What follows belongs to an exercise in optimizing a design on an open flow for small area, a short achievable clock period and few clock cycles per item; a production flow would make more cautious choices.

== the previous run ==
==> flow/design.v <==
`timescale 1ns/1ps
module SPM (
    input wire clk,
    input wire rst,
    input wire start,
    input wire signed [7:0] a,
    input wire signed [7:0] b,
    output wire signed [15:0] prod,
    output reg done,
    output wire sign_flag
);
    reg [15:0] rp;
    reg rs;
    always @(posedge clk or posedge rst) begin
        if (rst) begin
            done <= 1'b0;
            rp   <= 16'd0;
            rs   <= 1'b0;
        end else begin
            done <= start;
            if (start) begin
                rp <= mprod;
                rs <= a[7] ^ b[7];
            end
        end
    end
    wire [7:0] ma = a;
    wire [7:0] mb = b;
    assign prod = rp;
    assign sign_flag = rs;
    wire pp1 = ma[0] & mb[0];
    wire pp2 = ma[0] & mb[1];
    wire pp3 = ma[0] & mb[2];
    wire pp4 = ma[0] & mb[3];
    wire pp5 = ma[0] & mb[4];
    wire pp6 = ma[0] & mb[5];
    wire pp7 = ma[0] & mb[6];
    wire pp8 = ~(ma[0] & mb[7]);
    wire pp9 = ma[1] & mb[0];
    wire pp10 = ma[1] & mb[1];
    wire pp11 = ma[1] & mb[2];
    wire pp12 = ma[1] & mb[3];
    wire pp13 = ma[1] & mb[4];
    wire pp14 = ma[1] & mb[5];
    wire pp15 = ma[1] & mb[6];
    wire pp16 = ~(ma[1] & mb[7]);
    wire pp17 = ma[2] & mb[0];
    wire pp18 = ma[2] & mb[1];
    wire pp19 = ma[2] & mb[2];
    wire pp20 = ma[2] & mb[3];
    wire pp21 = ma[2] & mb[4];
    wire pp22 = ma[2] & mb[5];
    wire pp23 = ma[2] & mb[6];
    wire pp24 = ~(ma[2] & mb[7]);
    wire pp25 = ma[3] & mb[0];
    wire pp26 = ma[3] & mb[1];
    wire pp27 = ma[3] & mb[2];
    wire pp28 = ma[3] & mb[3];
    wire pp29 = ma[3] & mb[4];
    wire pp30 = ma[3] & mb[5];
    wire pp31 = ma[3] & mb[6];
    wire pp32 = ~(ma[3] & mb[7]);
    wire pp33 = ma[4] & mb[0];
    wire pp34 = ma[4] & mb[1];
    wire pp35 = ma[4] & mb[2];
    wire pp36 = ma[4] & mb[3];
    wire pp37 = ma[4] & mb[4];
    wire pp38 = ma[4] & mb[5];
    wire pp39 = ma[4] & mb[6];
    wire pp40 = ~(ma[4] & mb[7]);
    wire pp41 = ma[5] & mb[0];
    wire pp42 = ma[5] & mb[1];
    wire pp43 = ma[5] & mb[2];
    wire pp44 = ma[5] & mb[3];
    wire pp45 = ma[5] & mb[4];
    wire pp46 = ma[5] & mb[5];
    wire pp47 = ma[5] & mb[6];
    wire pp48 = ~(ma[5] & mb[7]);
    wire pp49 = ma[6] & mb[0];
    wire pp50 = ma[6] & mb[1];
    wire pp51 = ma[6] & mb[2];
    wire pp52 = ma[6] & mb[3];
    wire pp53 = ma[6] & mb[4];
    wire pp54 = ma[6] & mb[5];
    wire pp55 = ma[6] & mb[6];
    wire pp56 = ~(ma[6] & mb[7]);
    wire pp57 = ~(ma[7] & mb[0]);
    wire pp58 = ~(ma[7] & mb[1]);
    wire pp59 = ~(ma[7] & mb[2]);
    wire pp60 = ~(ma[7] & mb[3]);
    wire pp61 = ~(ma[7] & mb[4]);
    wire pp62 = ~(ma[7] & mb[5]);
    wire pp63 = ~(ma[7] & mb[6]);
    wire pp64 = ma[7] & mb[7];
    wire s65 = pp7 ^ pp14;
    wire c66 = pp7 & pp14;
    wire s67 = pp8 ^ pp15 ^ pp22;
    wire c68 = (pp8 & pp15) | (pp8 & pp22) | (pp15 & pp22);
    wire s69 = pp29 ^ pp36;
    wire c70 = pp29 & pp36;
    wire s71 = pp16 ^ pp23 ^ pp30;
    wire c72 = (pp16 & pp23) | (pp16 & pp30) | (pp23 & pp30);
    wire s73 = pp37 ^ pp44 ^ pp51;
    wire c74 = (pp37 & pp44) | (pp37 & pp51) | (pp44 & pp51);
    wire s75 = pp24 ^ pp31 ^ pp38;
    wire c76 = (pp24 & pp31) | (pp24 & pp38) | (pp31 & pp38);
    wire s77 = pp5 ^ pp12;
    wire c78 = pp5 & pp12;
    wire s79 = pp6 ^ pp13 ^ pp20;
    wire c80 = (pp6 & pp13) | (pp6 & pp20) | (pp13 & pp20);
    wire s81 = pp27 ^ pp34;
    wire c82 = pp27 & pp34;
    wire s83 = pp21 ^ pp28 ^ pp35;
    wire c84 = (pp21 & pp28) | (pp21 & pp35) | (pp28 & pp35);
    wire s85 = pp42 ^ pp49 ^ s65;
    wire c86 = (pp42 & pp49) | (pp42 & s65) | (pp49 & s65);
    wire s87 = pp43 ^ pp50 ^ pp57;
    wire c88 = (pp43 & pp50) | (pp43 & pp57) | (pp50 & pp57);
    wire s89 = s67 ^ s69 ^ c66;
    wire c90 = (s67 & s69) | (s67 & c66) | (s69 & c66);
    wire s91 = pp58 ^ 1'b1 ^ s71;
    wire c92 = (pp58 & 1'b1) | (pp58 & s71) | (1'b1 & s71);
    wire s93 = s73 ^ c68 ^ c70;
    wire c94 = (s73 & c68) | (s73 & c70) | (c68 & c70);
    wire s95 = pp45 ^ pp52 ^ pp59;
    wire c96 = (pp45 & pp52) | (pp45 & pp59) | (pp52 & pp59);
    wire s97 = s75 ^ c72 ^ c74;
    wire c98 = (s75 & c72) | (s75 & c74) | (c72 & c74);
    wire s99 = pp32 ^ pp39 ^ pp46;
    wire c100 = (pp32 & pp39) | (pp32 & pp46) | (pp39 & pp46);
    wire s101 = pp53 ^ pp60 ^ c76;
    wire c102 = (pp53 & pp60) | (pp53 & c76) | (pp60 & c76);
    wire s103 = pp40 ^ pp47 ^ pp54;
    wire c104 = (pp40 & pp47) | (pp40 & pp54) | (pp47 & pp54);
    wire s105 = pp4 ^ pp11;
    wire c106 = pp4 & pp11;
    wire s107 = pp19 ^ pp26 ^ pp33;
    wire c108 = (pp19 & pp26) | (pp19 & pp33) | (pp26 & pp33);
    wire s109 = pp41 ^ s79 ^ s81;
    wire c110 = (pp41 & s79) | (pp41 & s81) | (s79 & s81);
    wire s111 = s83 ^ s85 ^ c80;
    wire c112 = (s83 & s85) | (s83 & c80) | (s85 & c80);
    wire s113 = s87 ^ s89 ^ c84;
    wire c114 = (s87 & s89) | (s87 & c84) | (s89 & c84);
    wire s115 = s91 ^ s93 ^ c88;
    wire c116 = (s91 & s93) | (s91 & c88) | (s93 & c88);
    wire s117 = s95 ^ s97 ^ c92;
    wire c118 = (s95 & s97) | (s95 & c92) | (s97 & c92);
    wire s119 = s99 ^ s101 ^ c96;
    wire c120 = (s99 & s101) | (s99 & c96) | (s101 & c96);
    wire s121 = pp61 ^ s103 ^ c100;
    wire c122 = (pp61 & s103) | (pp61 & c100) | (s103 & c100);
    wire s123 = pp48 ^ pp55 ^ pp62;
    wire c124 = (pp48 & pp55) | (pp48 & pp62) | (pp55 & pp62);
    wire s125 = pp3 ^ pp10;
    wire c126 = pp3 & pp10;
    wire s127 = pp18 ^ pp25 ^ s105;
    wire c128 = (pp18 & pp25) | (pp18 & s105) | (pp25 & s105);
    wire s129 = s77 ^ s107 ^ c106;
    wire c130 = (s77 & s107) | (s77 & c106) | (s107 & c106);
    wire s131 = c78 ^ s109 ^ c108;
    wire c132 = (c78 & s109) | (c78 & c108) | (s109 & c108);
    wire s133 = c82 ^ s111 ^ c110;
    wire c134 = (c82 & s111) | (c82 & c110) | (s111 & c110);
    wire s135 = c86 ^ s113 ^ c112;
    wire c136 = (c86 & s113) | (c86 & c112) | (s113 & c112);
    wire s137 = c90 ^ s115 ^ c114;
    wire c138 = (c90 & s115) | (c90 & c114) | (s115 & c114);
    wire s139 = c94 ^ s117 ^ c116;
    wire c140 = (c94 & s117) | (c94 & c116) | (s117 & c116);
    wire s141 = c98 ^ s119 ^ c118;
    wire c142 = (c98 & s119) | (c98 & c118) | (s119 & c118);
    wire s143 = c102 ^ s121 ^ c120;
    wire c144 = (c102 & s121) | (c102 & c120) | (s121 & c120);
    wire s145 = c104 ^ s123 ^ c122;
    wire c146 = (c104 & s123) | (c104 & c122) | (s123 & c122);
    wire s147 = pp56 ^ pp63 ^ c124;
    wire c148 = (pp56 & pp63) | (pp56 & c124) | (pp63 & c124);
    wire [15:0] row0 = {1'b0, pp64, s147, s145, s143, s141, s139, s137, s135, s133, s131, s129, s127, pp17, pp2, pp1};
    wire [15:0] row1 = {1'b0, c148, c146, c144, c142, c140, c138, c136, c134, c132, c130, c128, c126, s125, pp9, 1'b0};
    wire [15:0] sum = row0 + row1;
    wire [15:0] mprod = sum ^ 16'h8000;
endmodule
Settings: LEC_CHECK=0, CAP_MARGIN=20, CORE_MARGIN=2, CORE_UTILIZATION=40, SLEW_MARGIN=20; clock period 5.0 ns.
run.sh (not shown) runs the stock make flow with config.mk's settings and CLKGATE_MAP_FILE= SYNTH_SCRIPT=/design/flow/synth_recipe.tcl, a recipe that flattens the netlist after the stock synthesis.
[inputs] the current run vs the previous run
--- a/flow/design.v
+++ b/flow/design.v
@@ -6,30 +6,35 @@
     input wire signed [7:0] a,
     input wire signed [7:0] b,
     output wire signed [15:0] prod,
     output reg done,
     output wire sign_flag
 );
-    reg [15:0] rp;
-    reg rs;
+    reg [15:0] r0, r1;
+    reg rs, rc;
     always @(posedge clk or posedge rst) begin
         if (rst) begin
             done <= 1'b0;
-            rp   <= 16'd0;
+            r0   <= 16'd0;
+            r1   <= 16'd0;
             rs   <= 1'b0;
+            rc   <= 1'b0;
         end else begin
             done <= start;
             if (start) begin
-                rp <= mprod;
+                r0 <= nrow0;
+                r1 <= nrow1;
+                rc <= ncy;
                 rs <= a[7] ^ b[7];
             end
         end
     end
     wire [7:0] ma = a;
     wire [7:0] mb = b;
-    assign prod = rp;
+    wire [9:0] hi = r0[15:6] + r1[15:6] + rc;
+    assign prod = {hi, r0[5:0]};
     assign sign_flag = rs;
     wire pp1 = ma[0] & mb[0];
     wire pp2 = ma[0] & mb[1];
     wire pp3 = ma[0] & mb[2];
     wire pp4 = ma[0] & mb[3];
     wire pp5 = ma[0] & mb[4];
@@ -175,9 +180,22 @@
     wire s145 = c104 ^ s123 ^ c122;
     wire c146 = (c104 & s123) | (c104 & c122) | (s123 & c122);
     wire s147 = pp56 ^ pp63 ^ c124;
     wire c148 = (pp56 & pp63) | (pp56 & c124) | (pp63 & c124);
     wire [15:0] row0 = {1'b0, pp64, s147, s145, s143, s141, s139, s137, s135, s133, s131, s129, s127, pp17, pp2, pp1};
     wire [15:0] row1 = {1'b0, c148, c146, c144, c142, c140, c138, c136, c134, c132, c130, c128, c126, s125, pp9, 1'b0};
-    wire [15:0] sum = row0 + row1;
-    wire [15:0] mprod = sum ^ 16'h8000;
+    wire s149 = row0[0] ^ row1[0];
+    wire c150 = row0[0] & row1[0];
+    wire s151 = row0[1] ^ row1[1] ^ c150;
+    wire c152 = (row0[1] & row1[1]) | (row0[1] & c150) | (row1[1] & c150);
+    wire s153 = row0[2] ^ row1[2] ^ c152;
+    wire c154 = (row0[2] & row1[2]) | (row0[2] & c152) | (row1[2] & c152);
+    wire s155 = row0[3] ^ row1[3] ^ c154;
+    wire c156 = (row0[3] & row1[3]) | (row0[3] & c154) | (row1[3] & c154);
+    wire s157 = row0[4] ^ row1[4] ^ c156;
+    wire c158 = (row0[4] & row1[4]) | (row0[4] & c156) | (row1[4] & c156);
+    wire s159 = row0[5] ^ row1[5] ^ c158;
+    wire c160 = (row0[5] & row1[5]) | (row0[5] & c158) | (row1[5] & c158);
+    wire [15:0] nrow0 = {row0[15:6] ^ 10'b1000000000, s159, s157, s155, s153, s151, s149};
+    wire [15:0] nrow1 = row1;
+    wire ncy = c160;
 endmodule
## What came out
In summary, the current run completed successfully, with a layout that passed the timing, design-rule and antenna checks. Looking at maximum frequency across the previous run and the current run, the one that comes out higher is the current run. Share of the final layout cell area in multi-input gates sits lower in the current run than in the previous run. Initial standard-cell utilization of the core: the current run vs the previous run, no meaningful difference. Number of cells produced by synthesis went down by a little under 10% going from the previous run to the current run. Final core utilization (the current run over the previous run): decrease, 5.2 points.
No run of this note included a check of the RTL's function; only the layout flow was run.

[re-timing with driven ports]
No port has a modelled driver above. Below, the same layouts with a new extraction and two added sets of constraints. Step 1, drivers: a clkbuf_16 drives clk and a buf_2 each remaining input, both assumed. Step 2 adds t to the input delays and takes it off the output delays; t is the mean of the earliest and latest rising clock arrival at the registers after step 1. Input paths then give back, and output paths get back, about the clock's delay inside the block. Three values: ideal, step 1, step 2; two values: the first two.
run | t, ns | slack for setup (ns) | worst hold slack (ns) | latest minus earliest clock arrival (ns) | cell pins on the clock port's net
the previous run | 0.272 | 0.132 / 0.134 / -0.138 | 0.481 / 0.481 / 0.481 | 0.003 / 0.002 | 1
the current run | 0.290 | 0.963 / 0.964 / 0.674 | 0.501 / 0.501 / 0.501 | 0.002 / 0.002 | 1
Met with ideal ports but missed after step 2: setup timing in the previous run. For the current run, which loses most, drivers alone change the setup slack by +0.001 ns; drivers and shift together by -0.289 ns.
